What follows belongs to an exercise in optimizing a design on an open flow for small area; a production flow would make more cautious choices. In this exercise RTL edits were held to simulation tests only and were not proved equivalent to the original. Power and IR drop assume default switching activity.

the baseline:
Design flappyBird, start of the top module:
module flappyBird
	(
		clk,
		resetn,    
		flap_n,    
		x,
		y,
		colour,
		plot,
		HEX0,
		HEX1
	);
Size: about 900 cells after synthesis, about 100 flip-flops, roughly 7100 sq um of cells after synthesis.
clock: 10.0 ns
lec_check: 0
cap_margin: 20
core_margin: 2
core_utilization: 40
slew_margin: 20
standard.sh (not shown) runs the stock make flow with config.mk's settings and CLKGATE_MAP_FILE= SYNTH_SCRIPT=/design/flow/synth_recipe.tcl, a recipe that flattens the netlist after the stock synthesis.
==> flow/flow/run.sh <==
#!/bin/bash
# The standard layout (standard.sh), with two changes: the port buffers
# that global placement inserts are the smallest buffer (buf_1), and the
# clock tree is built from clkbuf_8 without dummy loads. Everything the
# flow prints goes to standard.log in the work folder.
set -euo pipefail
export BUFFER_PORTS_ARGS="-buffer_cell sky130_fd_sc_hd__buf_1"
export CTS_ARGS="-sink_clustering_enable -repair_clock_nets -buf_list sky130_fd_sc_hd__clkbuf_8 -dont_use_dummy_load"
bash standard.sh > standard.log 2>&1
#### Input delta (the candidate over the baseline)
==> flow/flow/run.sh <==
#!/bin/bash
# The standard layout (standard.sh), with these changes: the port buffers
# that global placement inserts are the smallest buffer (buf_1); the clock
# tree is built from clkbuf_8 without dummy loads; after global routing,
# gates off the critical paths are downsized (RECOVER_POWER) and
# flow/post_grt.tcl repairs slew and capacitance again. Everything the flow
# prints goes to standard.log in the work folder.
set -euo pipefail
export BUFFER_PORTS_ARGS="-buffer_cell sky130_fd_sc_hd__buf_1"
export CTS_ARGS="-sink_clustering_enable -repair_clock_nets -buf_list sky130_fd_sc_hd__clkbuf_8 -dont_use_dummy_load"
export RECOVER_POWER=100
export POST_GLOBAL_ROUTE_TCL="$PWD/flow/post_grt.tcl"
bash standard.sh > standard.log 2>&1
==> flow/flow/post_grt.tcl (new file) <==
# After power recovery has downsized gates off the critical paths, repair
# any max-slew or max-capacitance violation that left, as the standard
# global route step does after its own repairs.
log_cmd estimate_parasitics -global_routing
repair_design_helper
log_cmd global_route -start_incremental
log_cmd detailed_placement
log_cmd global_route -end_incremental
==> summary.txt <==
The candidate finished every stage and its layout cleared the timing, DRC and antenna checks. The power consumption of the candidate and that of the baseline are within noise of each other. The combinational share of power on the candidate is in line with that on the baseline. As far as via count is concerned, the candidate and the baseline perform about the same. Looking at the baseline and the candidate, the tightest hold margin is a wash.

flappyBird, a different RTL version from the one above (not shown whole).
Size in the first run: about 920 cells after synthesis, roughly 100 flip-flops, ~36 I/O pins, about 0.0073 sq mm of cells after synthesis.
==> flow/config.mk <==
export PLATFORM = sky130hd
export DESIGN_NAME = flappyBird
export DESIGN_NICKNAME = flappyBird
export VERILOG_FILES = /design/flow/design.v
export SDC_FILE = /design/flow/constraint.sdc
export NUM_CORES = 4
export LEC_CHECK = 0
export CAP_MARGIN = 20
export CORE_MARGIN = 2
export CORE_UTILIZATION = 40
export SLEW_MARGIN = 20
==> flow/constraint.sdc <==
create_clock -name core_clock -period 10.0 [get_ports {clk}]
set_input_delay 2.0000 -clock core_clock [delete_from_list [all_inputs] [get_ports {clk}]]
set_output_delay 2.0000 -clock core_clock [all_outputs]
set_load 0.01 [all_outputs]
==> flow/flow/run.sh <==
#!/bin/bash
# The standard layout (standard.sh), with two changes: the port buffers
# that global placement inserts are the smallest buffer (buf_1), and the
# clock tree is built from clkbuf_4 without dummy loads. Everything the
# flow prints goes to standard.log in the work folder.
set -euo pipefail
export BUFFER_PORTS_ARGS="-buffer_cell sky130_fd_sc_hd__buf_1"
export CTS_ARGS="-sink_clustering_enable -repair_clock_nets -buf_list sky130_fd_sc_hd__clkbuf_8 -dont_use_dummy_load"
bash standard.sh > standard.log 2>&1
Rerun with:
--- a/flow/flow/run.sh
+++ b/flow/flow/run.sh
@@ -7,3 +7,3 @@
 export BUFFER_PORTS_ARGS="-buffer_cell sky130_fd_sc_hd__buf_1"
-export CTS_ARGS="-sink_clustering_enable -repair_clock_nets -buf_list sky130_fd_sc_hd__clkbuf_8 -dont_use_dummy_load"
+export CTS_ARGS="-sink_clustering_enable -repair_clock_nets -buf_list {sky130_fd_sc_hd__clkbuf_4 sky130_fd_sc_hd__clkbuf_8} -dont_use_dummy_load"
 bash standard.sh > standard.log 2>&1
The new run completed without violations; count of clock-buffer cells in the layout is unchanged; total power stays the same; area after synthesis does not change.

## static timing again, ports no longer ideal
No port has a modelled driver above. Below, the same layouts with a new extraction and two added sets of constraints.
Step 1, drivers: a clkbuf_16 drives clk and a buf_2 each remaining input, both assumed.
Step 2 moves the port delays by t, midway between the first and last clock arrival at a register: inputs arrive t later, outputs are due t later. That takes back most of the time a late clock gives input paths.
Slacks: ideal / step 1 / step 2; pairs: ideal / step 1.
run	t, ns	slack for setup (ns)	hold WS [ns]
the baseline	0.415	4.738 / 4.702 / 5.118	0.439 / 0.439 / 0.439
the candidate	0.415	4.613 / 4.603 / 4.613	0.439 / 0.439 / 0.439
the first run of note 2	0.409	4.531 / 4.495 / 4.904	0.446 / 0.446 / 0.446
the second run of note 2	0.409	4.531 / 4.495 / 4.904	0.446 / 0.446 / 0.446
After both steps setup and hold are still met in every run listed.
